Background: an optimization exercise with open tools, aiming at small area. Do not read the settings as production practice.
In this exercise RTL edits were held to simulation tests only and were not proved equivalent to the original.

**design.v**
```verilog
module scaler_chan (
    input  logic       clk,
    input  logic       m_third,
    input  logic [9:0] i_pix,
    input  logic       ws,
    input  logic       step,
    input  logic       use_t,
    input  logic       w1,
    input  logic       w2,
    input  logic       w4,
    input  logic       push_res,
    input  logic       f_sh2,
    input  logic       f_d3,
    input  logic       f_d6,
    input  logic       f_d9,
    output logic [9:0] o_res
);
    function automatic [11:0] div3_14(input [13:0] v);
        logic [1:0] r;
        logic [2:0] t;
        integer i;
        r = 2'd0;
        div3_14 = '0;
        for (i = 13; i >= 0; i--) begin
            t = {r, v[i]};
            if (t >= 3'd3) begin
                if (i < 12) div3_14[i] = 1'b1;
                r = t - 3'd3;
            end else begin
                r = t[1:0];
            end
        end
    endfunction
    function automatic [9:0] div3_12(input [11:0] v);
        logic [1:0] r;
        logic [2:0] t;
        integer i;
        r = 2'd0;
        div3_12 = '0;
        for (i = 11; i >= 0; i--) begin
            t = {r, v[i]};
            if (t >= 3'd3) begin
                if (i < 10) div3_12[i] = 1'b1;
                r = t - 3'd3;
            end else begin
                r = t[1:0];
            end
        end
    endfunction
    logic [13:0] acc;
    logic [12:0] fa [0:10];    
    logic [10:0] fb [0:4];     
    logic [12:0] tail;
    logic [9:0]  fres;
    logic [11:0] d3;
    logic [9:0]  d9;
    assign tail = m_third ? fa[10] : {2'b00, fb[4]};
    wire [11:0] wp = ({12{w1}} & {2'b00, i_pix}) |
                     ({12{w2}} & {1'b0, i_pix, 1'b0}) |
                     ({12{w4}} & {i_pix, 2'b00});
    wire [13:0] base = ws ? (use_t ? {1'b0, tail} : 14'd0) : acc;
    wire [13:0] acc_n = base + {2'b00, wp};
    assign d3 = div3_14(acc);
    assign d9 = div3_12(d3);
    always_comb begin
        if (f_d9)       fres = d9;
        else if (f_d6)  fres = d3[10:1];
        else if (f_d3)  fres = d3[9:0];
        else if (f_sh2) fres = acc[11:2];
        else            fres = acc[9:0];
    end
    wire [12:0] head = push_res ? {3'b000, fres} : acc[12:0];
    always_ff @(posedge clk) begin
        acc <= acc_n;
        if (step) begin
            o_res <= fres;
            fa[0] <= head;
            for (int k = 1; k < 11; k++) fa[k] <= fa[k-1];
            fb[0] <= fa[10][10:0];
            for (int k = 1; k < 5; k++) fb[k] <= fb[k-1];
        end
    end
endmodule
`timescale 1ns / 1ps
module scaler_top #(
    parameter int VSW   = 2,
    parameter int VBP   = 2,
    parameter int VACT  = 11,
    parameter int VFP   = 2,
    parameter int HSW   = 4,
    parameter int HBP   = 8,
    parameter int HACT  = 31,
    parameter int HFP   = 8,
    parameter int ADDR_WIDTH     = 5,
    parameter int RGB_WIDTH      = 10,
    parameter int RAM_DATA_WIDTH = 30,
    parameter int VSYNC_POL      = 0,
    parameter int HSYNC_POL      = 0
)(
    input  logic                   clk,
    input  logic                   rstn,
    input  logic [1:0]             i_mode,
    input  logic [1:0]             i_method,
    input  logic                   i_vsync,
    input  logic                   i_hsync,
    input  logic                   i_de,
    input  logic [RGB_WIDTH-1:0]   i_r_data,
    input  logic [RGB_WIDTH-1:0]   i_g_data,
    input  logic [RGB_WIDTH-1:0]   i_b_data,
    output logic                   o_vsync,
    output logic                   o_hsync,
    output logic                   o_de_scaled,
    output logic [RGB_WIDTH-1:0]   o_r_scaled,
    output logic [RGB_WIDTH-1:0]   o_g_scaled,
    output logic [RGB_WIDTH-1:0]   o_b_scaled
);
    wire m_byp  = (i_mode == 2'b00);
    wire m_half = (i_mode == 2'b01);
    wire m_third= (i_mode == 2'b10);
    wire avg    = i_method[0];
    wire m_cross  = m_third && (i_method == 2'b10);
    logic [4:0] lc;
    logic [5:0] hc;
    logic       first;    
    always_ff @(posedge clk or negedge rstn) begin
        if (!rstn) begin
            lc    <= 5'd17;
            hc    <= 6'd0;
            first <= 1'b1;
        end else if (lc == 5'd17) begin
            if (i_vsync) begin
                lc <= 5'd0;
                hc <= 6'd1;
            end
        end else begin
            if (hc == 6'd50) begin
                hc <= 6'd0;
                lc <= lc + 5'd1;
            end else begin
                hc <= hc + 6'd1;
            end
            if (lc == 5'd16) first <= 1'b0;
        end
    end
    wire inx   = (hc >= 6'd12) && (hc <= 6'd42);
    wire [5:0] x = hc - 6'd12;
    wire [1:0] xm3 = x % 3;
    wire x30   = (hc == 6'd42);
    wire x33   = (hc == 6'd45);
    wire row10 = (lc == 5'd14);
    wire row11 = (lc == 5'd15);
    wire r0    = (lc == 5'd4) || (lc == 5'd7) || (lc == 5'd10) || (lc == 5'd13);
    wire r1    = (lc == 5'd5) || (lc == 5'd8) || (lc == 5'd11) || (lc == 5'd14);
    wire r2    = (lc == 5'd6) || (lc == 5'd9) || (lc == 5'd12);
    logic ws;
    always_comb begin
        if (m_byp)       ws = 1'b1;
        else if (m_half) ws = inx && !x[0];
        else             ws = inx && (xm3 == 2'd0);
    end
    wire step = ws || (!m_byp && x33);
    wire use_t = !m_byp && (m_half ? lc[0] : !r0);
    logic w1, w2, w4;
    always_comb begin
        w1 = 1'b0; w2 = 1'b0; w4 = 1'b0;
        if (m_byp) w1 = 1'b1;
        else if (m_half) begin
            if (avg) begin
                if (x30) begin
                    if (row10) w4 = 1'b1; else w2 = 1'b1;
                end else begin
                    if (row10) w2 = 1'b1; else w1 = 1'b1;
                end
            end else begin
                w1 = !lc[0] && !x[0];
            end
        end else begin
            if (m_cross) begin
                if (r1) begin
                    if (x30) w4 = 1'b1;
                    else if (xm3 == 2'd1) w2 = 1'b1;
                    else w1 = 1'b1;
                end else begin
                    w1 = x30 || (xm3 == 2'd1);
                end
            end else if (avg) begin
                if (row10) w2 = 1'b1; else w1 = 1'b1;
            end else begin
                w1 = r0 && (xm3 == 2'd0);
            end
        end
    end
    logic f_sh2, f_d3, f_d6, f_d9;
    always_comb begin
        f_sh2 = 1'b0; f_d3 = 1'b0; f_d6 = 1'b0; f_d9 = 1'b0;
        if (!row11) begin
            if (m_half && avg) f_sh2 = 1'b1;
            else if (m_cross)    f_d6  = 1'b1;
            else if (m_third && avg) begin
                if (x33) f_d3 = 1'b1; else f_d9 = 1'b1;
            end
        end
    end
    logic vs_d, hs_d, de_d;
    logic vs_n, hs_n, de_n;
    always_comb begin
        vs_n = 1'b0; hs_n = 1'b0; de_n = 1'b0;
        if (m_byp) begin
            vs_n = vs_d; hs_n = hs_d; de_n = de_d;
        end else if (m_half) begin
            vs_n = ((lc == 5'd1) && (hc >= 6'd3)) || (lc == 5'd2) || ((lc == 5'd3) && (hc <= 6'd2));
            hs_n = (lc <= 5'd16) && (hc >= 6'd3) && (hc <= 6'd6) && ((lc != 5'd0) || ((hc == 6'd3) && !first));
            de_n = (lc[0] && (lc >= 5'd5) && (lc <= 5'd15)) && (hc >= 6'd15) && (hc <= 6'd45) && hc[0];
        end else if (m_third) begin
            vs_n = ((lc == 5'd1) && (hc >= 6'd4)) || (lc == 5'd2) || ((lc == 5'd3) && (hc <= 6'd3));
            hs_n = (lc <= 5'd16) && (hc >= 6'd4) && (hc <= 6'd7) && ((lc != 5'd0) || ((hc == 6'd4) && !first));
            de_n = ((r2 && (hc <= 6'd46)) || (row11 && (hc <= 6'd43))) && (hc >= 6'd16) && (xm3 == 2'd1);
        end
    end
    always_ff @(posedge clk or negedge rstn) begin
        if (!rstn) begin
            vs_d <= 1'b0; hs_d <= 1'b0; de_d <= 1'b0;
            o_vsync <= 1'b0; o_hsync <= 1'b0; o_de_scaled <= 1'b0;
        end else begin
            vs_d <= i_vsync; hs_d <= i_hsync; de_d <= i_de;
            o_vsync <= vs_n; o_hsync <= hs_n; o_de_scaled <= de_n;
        end
    end
    logic [9:0] res_r, res_g, res_b;
    scaler_chan u_r (.clk(clk), .m_third(m_third), .i_pix(i_r_data), .ws(ws), .step(step),
                     .use_t(use_t), .w1(w1), .w2(w2), .w4(w4), .push_res(row10),
                     .f_sh2(f_sh2), .f_d3(f_d3), .f_d6(f_d6), .f_d9(f_d9), .o_res(res_r));
    scaler_chan u_g (.clk(clk), .m_third(m_third), .i_pix(i_g_data), .ws(ws), .step(step),
                     .use_t(use_t), .w1(w1), .w2(w2), .w4(w4), .push_res(row10),
                     .f_sh2(f_sh2), .f_d3(f_d3), .f_d6(f_d6), .f_d9(f_d9), .o_res(res_g));
    scaler_chan u_b (.clk(clk), .m_third(m_third), .i_pix(i_b_data), .ws(ws), .step(step),
                     .use_t(use_t), .w1(w1), .w2(w2), .w4(w4), .push_res(row10),
                     .f_sh2(f_sh2), .f_d3(f_d3), .f_d6(f_d6), .f_d9(f_d9), .o_res(res_b));
    assign o_r_scaled = res_r & {10{o_de_scaled}};
    assign o_g_scaled = res_g & {10{o_de_scaled}};
    assign o_b_scaled = res_b & {10{o_de_scaled}};
endmodule
```
**run.sh**
```bash
#!/bin/bash
# synth_recipe.tcl (not shown) runs the flow's synth.tcl, then flattens the netlist and writes it again
# the make line also repeats each setting of config.mk as NAME=value (left out here)
make -C /OpenROAD-flow-scripts/flow DESIGN_CONFIG=/design/flow/config.mk WORK_HOME=/design/flow/orfs CLKGATE_MAP_FILE= SYNTH_SCRIPT=/design/flow/synth_recipe.tcl finish
```
**config.mk**
```make
export PLATFORM = sky130hd
export DESIGN_NAME = scaler_top
export DESIGN_NICKNAME = scaler_top
export VERILOG_FILES = /design/flow/design.v
export SDC_FILE = /design/flow/constraint.sdc
export NUM_CORES = 4
export LEC_CHECK = 0
export CAP_MARGIN = 20
export CORE_MARGIN = 2
export CORE_UTILIZATION = 40
export SLEW_MARGIN = 20
```
**constraint.sdc**
```tcl
create_clock -name core_clock -period 20.0 [get_ports {clk}]
set_input_delay 4.0000 -clock core_clock [delete_from_list [all_inputs] [get_ports {clk}]]
set_output_delay 4.0000 -clock core_clock [all_outputs]
set_load 0.01 [all_outputs]
```
==> reports/results.txt, run 1 <==
Syn Std Cell Area: 32200 sq um
CTS tree: yes
Setup crit end kind: flop
Die area: 82700 sq um
Post-synthesis compound-gate area fraction: 0.154
Final setup viols: 0
First-pass GRT wire length: 111000 microns
Yosys warnings: 4
Status: no timing/DRC/antenna violations
Number of flops mapped to enable cells by yosys: 624
I/O pin count: 72
Via-to-Cell Ratio: 5.57
Reg2reg start: u_r.acc[13]$_DFF_P_
Die Ht: 288 microns
Effective utilization at floorplan: 0.402
Adder-Cell Fraction of Synth Area: 0.0485
Relative slew slack: 0.294
Wirelength, routed: 70900 microns
Maximum clock path buffer count: 3
Drt first pass iters: 5
Measured slew at the worst slew-check pin: 1.06 ns
Hold Slack: 0.404 ns
Antenna Nets Post-Route: 0
Maximum fanout along the worst path: 8
Syn nets: 2685
CTS HTree Levels: 3
#FFs+latches synth: 684
Core area: 80000 sq um
Nets: 2742
Worst path bufs/invs: 2
Placer congestion estimate: 0.859
Post-CTS resize count: 0
Hold Path Stages: 0
Core Rows: 104
Clock Tree Root: clkbuf_16
DR iter-0 viols: 1755
Vias in the first global route: 20000
Period utilization: 0.719
Setup crit start: u_r.acc[13]$_DFF_P_
Hold path endpoint: u_b.fa[1][0]$_DFFE_PP_
Post-synth top cells: 624 x edfxtp_1, 202 x nand2_1, 152 x a21oi_1, 120 x ha_1, 117 x nor2_1
Area share of xor/xnor cells in the synthesized design: 0.0142
Setup Buffers After CTS: 0
Vias: 20600
Most used cell, CP: ha_1
Avg WL per Cell: 19.2 microns
Crit start category: flop
CTS buffer count: 72
Synth area leaders: edfxtp_1 58%, ha_1 4.7%, dfxtp_1 2.6%
Hold_buf cts: 0
CTS sink cnt: 684
Setup slack, reg-to-reg: 5.61 ns
Asr flop ratio synth: 0.0263
Maximum capacitance violations: 0
Reg2Reg Depth: 61
Syn Area/Cell: 12.8 sq um
Final hold violations: 0
Tmin final: 14.39 ns
Hold_sp: u_b.fa[0][0]$_DFFE_PP_
Synth Area in Simple Gates: 0.101
Worst Path Required: 20.32 ns
Clock Skew: 0.0186 ns
GRT Util Overall: 0.169
Most frequent cell after synthesis: edfxtp_1
Pin count of the biggest net entering global routing: 170
Die Wd: 288 microns
Main synth FF type: edfxtp_1
ANT cells: 0
Worst path max stage delay: 0.56 ns
Later-pin clock latency in the skew report: 0.62 ns
Mux contribution to synthesized area: 0.0330
CP Class: flop to flop
Seq/Total Area, Yosys: 0.622
Post-route setup slack: 5.61 ns
CP delay by family, top: compound AO/OA/AOI/OAI gates
Slew Limit Fails: 0
CP Data Arrival Time: 14.71 ns
Initial antenna violation count: 1
Largest family of logic cells by synthesized area: compound AO/OA/AOI/OAI gates
Reg2Reg Capture Point: u_r.fa[0][0]$_DFFE_PP_
Distinct cell type count after synthesis: 114
Maximum clock rate: 69.5 MHz
Share of layout cells above drive strength 1: 0.0932
Hpwl dp: 45400 microns
Unrepaired setup endpoints after global routing: false
IO Port Bufs: 71
Hold Crit Class: flop to flop
P&R area growth vs syn: 13.3%
Clock transition at the registers of the reported paths: 0.06 ns
Slowest CP cell: or4_1
Cell count after synthesis: 2523
Setup TNS: 0 ns
DRC viols: 0
Pre-CTS setup slack: 5.88 ns
Area leader, netlist: edfxtp_1
Total grt overflow: 0
Top-area cell type share of the netlist area: 0.582
## worst register-to-register path: cells and delay by family, from the launching register on
kind | cells | cell delay (ns)
AOI/OAI and AO/OA | 28 | 5.67
and+or+nand+nor | 20 | 4.82
adders and majority gates | 11 | 2.96
DFF | 1 | 0.43
buffers and inverters | 2 | 0.22
## layer usage
layer	track usage	part of all wire
met1	0.244	0.48
met2	0.264	0.45
met3	0.0239	0.046
met4	0.0569	0.026
met5	0	0
## worst max path at each step
stage / endpoint / slack (ns) / cells past startpoint
after floorplan: u_b.fa[0][0]$_DFFE_PP_ / 5.92 / 26
after global placement: u_r.fa[0][1]$_DFFE_PP_ / 6.61 / 64
after detailed placement: u_r.fa[0][0]$_DFFE_PP_ / 5.88 / 61
after CTS: u_r.fa[0][0]$_DFFE_PP_ / 5.77 / 61
after global routing: u_r.fa[0][1]$_DFFE_PP_ / 4.52 / 64
final: u_r.fa[0][0]$_DFFE_PP_ / 5.61 / 61
## cells by family (layout without fill, tap and decap cells)
| family | Yosys count | after routing |
|---|---|---|
| buf+inv | 230 | 346 |
| mux | 101 | 101 |
| flops | 684 | 684 |
| compound gates | 691 | 691 |
| simple gates | 642 | 642 |
| fa+ha+maj | 123 | 123 |
| xor+xnor | 52 | 52 |
## area by class of cell
class,instances,area (sq um)
Fill cell,7084,43600
Clock buffer,93,1960
Tap cell,1060,1330
Multi-Input combinational cell,1609,11300
Clock inverter,40,449
Timing Repair Buffer,94,908
Inverter,119,447
Sequential cell,684,20000
## flip-flops by register name, summed over array words and instances (netlist names), 10 cells and up
register,count
u_b.fb,55
u_r.acc,14
u_b.fa,143
u_g.o_res,10
u_r.fa,143
u_r.o_res,10
u_g.fb,55
u_b.acc,14
u_g.fa,143
u_b.o_res,10
u_r.fb,55
u_g.acc,14
## per-stage QoR
stage               instance area [sq um]  instances   util
CTS                                 36500       3699  0.456
floorplan                           32200       2523      -
finish                              36500       3699  0.456
global placement                    34100       3566  0.426
detailed placement                  34100       3566  0.426
global route                        36500       3699  0.456
## cell usage in the layout (no fill, tap or decap), types with 14 or more instances in the layout
cell | Yosys | final
edfxtp_1 | 624 | 624
nor3_1 | 49 | 48
clkbuf_1 | 88 | 14
o31ai_1 | 47 | 46
a21o_1 | 26 | 26
o211ai_1 | 31 | 31
a211oi_1 | 63 | 63
clkdlybuf4s50_1 | 0 | 71
nand3_1 | 32 | 32
nand2_1 | 202 | 201
mux2i_1 | 77 | 77
xor2_1 | 15 | 15
and2_1 | 55 | 55
a221o_1 | 31 | 31
dfrtp_1 | 15 | 15
nand2b_1 | 23 | 23
o21ai_0 | 108 | 108
dfxtp_1 | 42 | 42
ha_1 | 120 | 120
o21bai_1 | 22 | 22
buf_4 | 2 | 21
a21oi_1 | 152 | 151
xnor2_1 | 37 | 37
clkbuf_16 | 0 | 73
a31oi_1 | 28 | 27
mux2_2 | 20 | 20
nor2_1 | 117 | 117
inv_1 | 113 | 113
nor2b_1 | 56 | 54
or2_2 | 17 | 17
==> run 2, diff against run 1 <==
--- a/design.v
+++ b/design.v
@@ -10,3 +10,3 @@
     input  logic       w4,
-    input  logic       push_res,
+    input  logic       f_sh1,
     input  logic       f_sh2,
@@ -50,5 +50,5 @@
     logic [13:0] acc;
-    logic [12:0] fa [0:10];    
-    logic [10:0] fb [0:4];     
-    logic [12:0] tail;
+    logic [10:0] ff [0:15];    
+    logic [10:0] fn [0:15];    
+    logic [13:0] tail;
     logic [9:0]  fres;
@@ -56,3 +56,18 @@
     logic [9:0]  d9;
-    assign tail = m_third ? fa[10] : {2'b00, fb[4]};
+    always_comb begin
+        fn[0] = acc[10:0];
+        for (int k = 1; k < 16; k++) fn[k] = ff[k-1];
+        if (m_third) begin
+            fn[11][0] = acc[11];
+            fn[11][1] = ff[15][0];
+            fn[11][2] = ff[15][1];
+            fn[12][2] = acc[12];
+            fn[11][3] = ff[15][2];
+            fn[11][4] = ff[15][3];
+            fn[13][4] = acc[13];
+            fn[11][5] = ff[15][4];
+            fn[11][6] = ff[15][5];
+        end
+    end
+    assign tail = m_third ? {ff[13][6], ff[12][4], ff[11][2], ff[10]} : {3'b000, ff[15]};
     wire [11:0] wp = ({12{w1}} & {2'b00, i_pix}) |
@@ -60,3 +75,3 @@
                      ({12{w4}} & {i_pix, 2'b00});
-    wire [13:0] base = ws ? (use_t ? {1'b0, tail} : 14'd0) : acc;
+    wire [13:0] base = ws ? (use_t ? tail : 14'd0) : acc;
     wire [13:0] acc_n = base + {2'b00, wp};
@@ -69,5 +84,5 @@
         else if (f_sh2) fres = acc[11:2];
+        else if (f_sh1) fres = acc[10:1];
         else            fres = acc[9:0];
     end
-    wire [12:0] head = push_res ? {3'b000, fres} : acc[12:0];
     always_ff @(posedge clk) begin
@@ -76,6 +91,3 @@
             o_res <= fres;
-            fa[0] <= head;
-            for (int k = 1; k < 11; k++) fa[k] <= fa[k-1];
-            fb[0] <= fa[10][10:0];
-            for (int k = 1; k < 5; k++) fb[k] <= fb[k-1];
+            for (int k = 0; k < 16; k++) ff[k] <= fn[k];
         end
@@ -168,7 +180,3 @@
             if (avg) begin
-                if (x30) begin
-                    if (row10) w4 = 1'b1; else w2 = 1'b1;
-                end else begin
-                    if (row10) w2 = 1'b1; else w1 = 1'b1;
-                end
+                if (x30) w2 = 1'b1; else w1 = 1'b1;
             end else begin
@@ -192,11 +200,10 @@
     end
-    logic f_sh2, f_d3, f_d6, f_d9;
-    always_comb begin
-        f_sh2 = 1'b0; f_d3 = 1'b0; f_d6 = 1'b0; f_d9 = 1'b0;
-        if (!row11) begin
-            if (m_half && avg) f_sh2 = 1'b1;
-            else if (m_cross)    f_d6  = 1'b1;
-            else if (m_third && avg) begin
-                if (x33) f_d3 = 1'b1; else f_d9 = 1'b1;
-            end
+    logic f_sh1, f_sh2, f_d3, f_d6, f_d9;
+    always_comb begin
+        f_sh1 = 1'b0; f_sh2 = 1'b0; f_d3 = 1'b0; f_d6 = 1'b0; f_d9 = 1'b0;
+        if (m_half && avg) begin
+            if (row11) f_sh1 = 1'b1; else f_sh2 = 1'b1;
+        end else if (m_cross) f_d6 = 1'b1;
+        else if (m_third && avg) begin
+            if (x33) f_d3 = 1'b1; else f_d9 = 1'b1;
         end
@@ -230,10 +237,7 @@
     scaler_chan u_r (.clk(clk), .m_third(m_third), .i_pix(i_r_data), .ws(ws), .step(step),
-                     .use_t(use_t), .w1(w1), .w2(w2), .w4(w4), .push_res(row10),
-                     .f_sh2(f_sh2), .f_d3(f_d3), .f_d6(f_d6), .f_d9(f_d9), .o_res(res_r));
+                     .use_t(use_t), .w1(w1), .w2(w2), .w4(w4), .f_sh1(f_sh1), .f_sh2(f_sh2), .f_d3(f_d3), .f_d6(f_d6), .f_d9(f_d9), .o_res(res_r));
     scaler_chan u_g (.clk(clk), .m_third(m_third), .i_pix(i_g_data), .ws(ws), .step(step),
-                     .use_t(use_t), .w1(w1), .w2(w2), .w4(w4), .push_res(row10),
-                     .f_sh2(f_sh2), .f_d3(f_d3), .f_d6(f_d6), .f_d9(f_d9), .o_res(res_g));
+                     .use_t(use_t), .w1(w1), .w2(w2), .w4(w4), .f_sh1(f_sh1), .f_sh2(f_sh2), .f_d3(f_d3), .f_d6(f_d6), .f_d9(f_d9), .o_res(res_g));
     scaler_chan u_b (.clk(clk), .m_third(m_third), .i_pix(i_b_data), .ws(ws), .step(step),
-                     .use_t(use_t), .w1(w1), .w2(w2), .w4(w4), .push_res(row10),
-                     .f_sh2(f_sh2), .f_d3(f_d3), .f_d6(f_d6), .f_d9(f_d9), .o_res(res_b));
+                     .use_t(use_t), .w1(w1), .w2(w2), .w4(w4), .f_sh1(f_sh1), .f_sh2(f_sh2), .f_d3(f_d3), .f_d6(f_d6), .f_d9(f_d9), .o_res(res_b));
     assign o_r_scaled = res_r & {10{o_de_scaled}};
--- a/config.mk
+++ b/config.mk
@@ -7,2 +7,3 @@
 export LEC_CHECK = 0
+export ABC_AREA = 1
 export CAP_MARGIN = 20
==> run 2 against run 1 <==
Net effect:
- first-iteration DRC count is 4.6% higher
- critical endpoint is now u_r.acc[13]$_DFF_P_
- highest routed layer unchanged
- die area is 10% lower
- sequential share of layout area is 0.091 points lower
- still clean
- largest cell class unchanged
==> reports/results.txt, run 2 <==
Placer congestion estimate: 0.853
Vias in the first global route: 18700
Final setup viols: 0
CTS HTree Levels: 3
Nets: 2937
Clock Tree Root: clkbuf_16
Total grt overflow: 0
#FFs+latches synth: 618
Unrepaired setup endpoints after global routing: false
Final core utilization: 0.460
GRT Util Overall: 0.177
Most frequent cells in the layout: 602 x nand2_1, 558 x edfxtp_1, 312 x inv_1, 204 x nand3_1, 170 x o21ai_0
CTS sink cnt: 618
Core area: 71500 sq um
Drt first pass iters: 7
Met2 WL: 29000 microns
Later-pin clock latency in the skew report: 0.63 ns
Initial antenna violation count: 0
DRC viols: 0
Setup Buffers After CTS: 0
Hold Slack: 0.400 ns
Post-CTS resize count: 0
Synth area leaders: edfxtp_1 58%, nand2_1 7.8%, ha_1 5.1%
Maximum clock rate: 107 MHz
Slowest CP cell: inv_2
Setup crit end kind: flop
Vias: 19700
Hpwl dp: 45100 microns
Cell count after synthesis: 2675
CTS buffer count: 68
Measured slew at the worst slew-check pin: 1.07 ns
Worst path max stage delay: 0.55 ns
Most used cell, CP: nand2_1
CP Data Arrival Time: 9.87 ns
Die Wd: 273 microns
P&R area growth vs syn: 13.9%
Die Ht: 273 microns
Maximum clock path buffer count: 3
Avg WL per Cell: 17.7 microns
Crit start category: primary input
Top layer reached by signal wires: met4
Syn Area/Cell: 10.8 sq um
I/O pin count: 72
Number of flops mapped to enable cells by yosys: 558
Effective utilization at floorplan: 0.404
Hold Crit Class: flop to flop
Most common cell after layout, fill and taps aside: nand2_1
Maximum fanout along the worst path: 58
Status: no timing/DRC/antenna violations
Core Rows: 98
Share of layout cells above drive strength 1: 0.103
CP Class: primary input to flop
Reg2Reg Depth: 71
Syn Std Cell Area: 28900 sq um
Maximum capacitance violations: 0
Wirelength, routed: 66700 microns
Slew Limit Fails: 0
Clock transition at the registers of the reported paths: 0.06 ns
Most frequent cell after synthesis: nand2_1
Largest regs: u_b.ff x176, u_g.ff x176, u_r.ff x176
Final hold violations: 0
Area leader, netlist: edfxtp_1
Antenna Nets Post-Route: 0
Asr flop ratio synth: 0.0291
DR iter-0 viols: 1835
Tmin final: 9.37 ns
Clock Skew: 0.0287 ns
Seq/Total Area, Yosys: 0.625
Hold_buf cts: 0
Via-to-Cell Ratio: 5.21
First-pass GRT wire length: 103000 microns
Syn nets: 2834
DRT met1 WL: 31800 microns
Hold Path Stages: 0
CTS tree: yes
Die area: 74400 sq um
Distinct cell type count after synthesis: 66
Post-synth top cells: 603 x nand2_1, 558 x edfxtp_1, 312 x inv_1, 204 x nand3_1, 170 x o21ai_0
Pin count of the biggest net entering global routing: 214
Main synth FF type: edfxtp_1
Yosys warnings: 4
IO Port Bufs: 71
Relative slew slack: 0.288
Top-area cell type share of the netlist area: 0.580
Setup TNS: 0 ns
Worst Path Required: 20.50 ns
Period utilization: 0.469
Met3 routed WL: 4040 microns
## run 2: logic make-up after synthesis
| kind of cell | share of synthesized area |
|---|---|
| XOR/XNOR | 0.0138 |
| AO/OA/AOI/OAI | 0.0848 |
| buffers and inverters | 0.0538 |
| flip-flops | 0.625 |
| AND/OR/NAND/NOR | 0.170 |
| adder cells (fa/ha/maj) | 0.0527 |
## run 2: stage by stage
| stage | setup WS (ns) | cells | instance area, sq um |
|---|---|---|---|
| final | 10.63 | 3780 | 32900 |
| after global routing | 10.17 | 3779 | 32900 |
| after CTS | 10.71 | 3778 | 32900 |
| after global placement | 10.25 | 3657 | 30700 |
| after floorplan | 2.25 | 2675 | 28900 |
| after detailed placement | 10.12 | 3657 | 30700 |
## run 2: per-layer routing
metal  GRT usage  vias to the layer above
li1            -                     9449
met1       0.261                     9467
met2       0.266                      658
met3      0.0255                      133
met4      0.0662                        0
met5           0                        -
## run 2: layout make-up
cell class                      count  area [sq um]
Sequential cell                   618         18100
Clock buffer                       83          1760
Clock inverter                     38           414
Multi-Input combinational cell   1660          9330
Fill cell                        6461         38600
Antenna cell                        1          2.50
Timing Repair Buffer               93           908
Inverter                          337          1270
Tap cell                          950          1190
## run 2: path summary, 6_finish.rpt
kind                                               end  slack (ns)              startpoint
worst min register to register  u_r.ff[1][5]$_DFFE_PP_        0.40  u_r.ff[0][5]$_DFFE_PP_
worst max-delay path               u_r.acc[13]$_DFF_P_       10.63               i_mode[1]
worst max register to register  u_g.o_res[0]$_DFFE_PP_       11.24     u_g.acc[12]$_DFF_P_
worst min-delay path            u_r.ff[1][5]$_DFFE_PP_        0.40  u_r.ff[0][5]$_DFFE_PP_
min in group asynchronous            lc[1]$_DFFE_PN0P_        3.87                    rstn
max in group asynchronous        o_de_scaled$_DFF_PN0_       15.56                    rstn
## run 2: critical path: cells and delay by family
kind                       cells  cell delay (ns)
AOI/OAI and AO/OA              8             1.53
buffers and inverters          7             2.42
adders and majority gates      1             0.28
and+or+nand+nor               14             1.57
==> run 3, diff against run 2 <==
--- a/design.v
+++ b/design.v
@@ -52,4 +52,5 @@
     logic [10:0] fn [0:15];    
+    logic        fx;           
     logic [13:0] tail;
-    logic [9:0]  fres;
+    logic [13:0] head;
     logic [11:0] d3;
@@ -60,9 +61,8 @@
         if (m_third) begin
-            fn[11][0] = acc[11];
+            fn[11][0] = fx;
             fn[11][1] = ff[15][0];
-            fn[11][2] = ff[15][1];
-            fn[12][2] = acc[12];
+            fn[11][2] = acc[12];
             fn[11][3] = ff[15][2];
             fn[11][4] = ff[15][3];
-            fn[13][4] = acc[13];
+            fn[12][4] = acc[13];
             fn[11][5] = ff[15][4];
@@ -71,3 +71,4 @@
     end
-    assign tail = m_third ? {ff[13][6], ff[12][4], ff[11][2], ff[10]} : {3'b000, ff[15]};
+    assign tail = m_third ? {ff[12][6], ff[11][4], ff[15][1], ff[10]} : {3'b000, ff[15]};
+    assign head = {ff[12][4], ff[11][2], fx, ff[0]};
     wire [11:0] wp = ({12{w1}} & {2'b00, i_pix}) |
@@ -77,11 +78,11 @@
     wire [13:0] acc_n = base + {2'b00, wp};
-    assign d3 = div3_14(acc);
+    assign d3 = div3_14(head);
     assign d9 = div3_12(d3);
     always_comb begin
-        if (f_d9)       fres = d9;
-        else if (f_d6)  fres = d3[10:1];
-        else if (f_d3)  fres = d3[9:0];
-        else if (f_sh2) fres = acc[11:2];
-        else if (f_sh1) fres = acc[10:1];
-        else            fres = acc[9:0];
+        if (f_d9)       o_res = d9;
+        else if (f_d6)  o_res = d3[10:1];
+        else if (f_d3)  o_res = d3[9:0];
+        else if (f_sh2) o_res = head[11:2];
+        else if (f_sh1) o_res = head[10:1];
+        else            o_res = head[9:0];
     end
@@ -90,3 +91,3 @@
         if (step) begin
-            o_res <= fres;
+            fx <= acc[11];
             for (int k = 0; k < 16; k++) ff[k] <= fn[k];
@@ -207,3 +208,3 @@
         else if (m_third && avg) begin
-            if (x33) f_d3 = 1'b1; else f_d9 = 1'b1;
+            if (hc == 6'd47) f_d3 = 1'b1; else f_d9 = 1'b1;
         end
==> run 3 against run 2 <==
Net effect:
- still clean
- clock skew shrank 0.016 ns
- cell count decreased by 0.98%
- sequential share of layout area is 0.92 points lower
- area after synthesis shrank 2.0%
- via count is 3.7% lower
- critical path type is now flop to output port
==> reports/results.txt, run 3 <==
Status: no timing/DRC/antenna violations
Tmin final: 13.81 ns
Vias: 19000
Crit start category: flop
Syn nets: 2821
Core area: 70000 sq um
DR iter-0 viols: 1523
Hold Path Stages: 0
CTS buffer count: 60
Setup TNS: 0 ns
Drt first pass iters: 7
Total grt overflow: 0
Placer congestion estimate: 0.835
Most frequent cell after synthesis: nand2_1
Measured slew at the worst slew-check pin: 1.05 ns
Later-pin clock latency in the skew report: 0.61 ns
Post-CTS resize count: 0
Unrepaired setup endpoints after global routing: false
CP Data Arrival Time: 9.81 ns
Syn Std Cell Area: 28300 sq um
Hold Crit Class: flop to flop
Setup crit end kind: output port
Die Wd: 270 microns
Clock Skew: 0.0132 ns
Seq/Total Area, Yosys: 0.609
Levels on crit path: 68
Core Rows: 97
DRC viols: 0
Wirelength, routed: 62400 microns
Post-synth top cells: 617 x nand2_1, 531 x edfxtp_1, 331 x inv_1, 174 x o21ai_0, 126 x nand3_1
Maximum capacitance violations: 0
Avg WL per Cell: 16.7 microns
Main synth FF type: edfxtp_1
Most common cell after layout, fill and taps aside: nand2_1
Clock transition at the registers of the reported paths: 0.06 ns
Antenna Nets Post-Route: 0
Distinct cell type count after synthesis: 65
Period utilization: 0.690
Fin area: 32000 sq um
Largest regs: u_b.ff x176, u_g.ff x176, u_r.ff x176
CP Class: flop to output port
CTS HTree Levels: 2
Top-area cell type share of the netlist area: 0.563
Reg2Reg Depth: 33
Area leader, netlist: edfxtp_1
CP delay by family, top: simple AND/OR/NAND/NOR gates
Syn Area/Cell: 10.6 sq um
Maximum clock rate: 72.4 MHz
Most frequent cells in the layout: 616 x nand2_1, 531 x edfxtp_1, 331 x inv_1, 174 x o21ai_0, 125 x nand3_1
GRT Util Overall: 0.169
Share of layout cells above drive strength 1: 0.110
Number of flops mapped to enable cells by yosys: 531
Effective utilization at floorplan: 0.404
Worst path bufs/invs: 11
Relative slew slack: 0.303
ANT cells: 0
Maximum fanout along the worst path: 7
Vias in the first global route: 18300
Final hold violations: 0
Most used cell, CP: nand2_1
Slew Limit Fails: 0
CTS tree: yes
Cell count after synthesis: 2662
P&R area growth vs syn: 12.9%
IO Port Bufs: 71
Die area: 72900 sq um
Slowest CP cell: clkdlybuf4s50_1
Worst Path Required: 16.00 ns
CTS sink cnt: 591
Nets: 2911
Clock Tree Root: clkbuf_16
First-pass GRT wire length: 98800 microns
Synth area leaders: edfxtp_1 56%, nand2_1 8.2%, ha_1 5.2%
Worst path max stage delay: 0.57 ns
Yosys warnings: 4
Initial antenna violation count: 4
#FFs+latches synth: 591
Die Ht: 270 microns
Cell Area, Placed: 30000 sq um
Setup Buffers After CTS: 0
Hpwl dp: 42200 microns
Hold_buf cts: 0
I/O pin count: 72
Maximum clock path buffer count: 3
Pin count of the biggest net entering global routing: 208
Asr flop ratio synth: 0.0305
Final setup viols: 0
Via-to-Cell Ratio: 5.07
run 3: path summary, 6_finish.rpt:
kind	to	slack, ns	from
hold reg to reg	u_g.ff[9][7]$_DFFE_PP_	0.41	u_g.ff[8][7]$_DFFE_PP_
setup / recovery	o_g_scaled[0]	6.19	u_g.ff[12][4]$_DFFE_PP_
max in group asynchronous	lc[3]$_DFFE_PN0P_	15.62	rstn
min in group asynchronous	o_hsync$_DFF_PN0_	3.86	rstn
hold / removal	u_g.ff[9][7]$_DFFE_PP_	0.41	u_g.ff[8][7]$_DFFE_PP_
setup reg to reg	u_r.ff[15][1]$_DFFE_PP_	11.27	hc[2]$_DFFE_PN0P_
run 3: logic make-up (layout without fill, tap and decap cells):
kind of cell | after synthesis | after routing | synth area share
xor+xnor | 46 | 46 | 0.0152
fa+ha+maj | 120 | 120 | 0.0538
flops | 591 | 591 | 0.609
simple gates | 1015 | 1015 | 0.164
compound gates | 482 | 482 | 0.0997
buf+inv | 408 | 549 | 0.0585
run 3: worst reg2reg max path, delay by kind of cell (launching register included):
| kind | cells | cell delay (ns) |
|---|---|---|
| fa+ha+maj | 4 | 1.07 |
| xor+xnor | 2 | 0.46 |
| flops | 1 | 0.54 |
| simple gates | 19 | 3.21 |
| compound gates | 2 | 0.27 |
| buf+inv | 6 | 2.74 |
run 3: area by class of cell:
| type | instances | area, sq um |
|---|---|---|
| fill | 6396 | 38100 |
| sequential | 591 | 17200 |
| multi-input combinational | 1663 | 9440 |
| clock buffer | 76 | 1620 |
| inverter | 348 | 1310 |
| tap | 940 | 1180 |
| timing repair buffer | 88 | 875 |
| clock inverter | 37 | 304 |
run 3: routing by layer:
metal,routed length (microns),vias to the layer above,global-route usage
met2,26800,468,0.255
li1,-,9351,-
met5,0,-,0
met1,30900,9086,0.250
met3,3550,82,0.0318
met4,1170,0,0.0436
run 3: per-stage QoR:
stage	setup WS (ns)	utilization	cells	hold slack [ns]
2_1_floorplan	2.84	-	2662	0.400
3_3_place_gp	7.34	0.428	3628	0.400
3_5_place_dp	6.86	0.428	3628	0.405
4_1_cts	6.15	0.456	3741	0.414
5_1_grt	5.08	0.457	3743	0.418
6_report	6.19	0.457	3743	0.409

[static timing again, ports no longer ideal]
Ports are ideal in the flow. The routed layouts listed here were re-timed in OpenROAD. Step 1 (the two cells are an assumption about what drives the block):
set clk [get_ports {clk}]
set_driving_cell -lib_cell sky130_fd_sc_hd__clkbuf_16 $clk
set_driving_cell -lib_cell sky130_fd_sc_hd__buf_2 [delete_from_list [all_inputs] $clk]
Step 2, shift: input delay + t, output delay - t, t = (earliest + latest rising clock arrival at the registers) / 2. This alone moves slack from input paths to output paths. Slacks: ideal ports / drivers / drivers and shift; pairs: ideal ports / drivers.
| run | t, ns | slack for setup (ns) | hold slack, ns |
|---|---|---|---|
| run 1 | 0.673 | 5.613 / 5.613 / 5.613 | 0.404 / 0.404 / 0.404 |
| run 2 | 0.672 | 10.626 / 10.660 / 9.988 | 0.400 / 0.400 / 0.400 |
| run 3 | 0.665 | 6.194 / 6.136 / 6.801 | 0.409 / 0.409 / 0.409 |
After both steps every run listed still meets setup and hold. For run 2, which loses most, drivers alone change the setup slack by +0.034 ns; drivers and shift together by -0.638 ns.
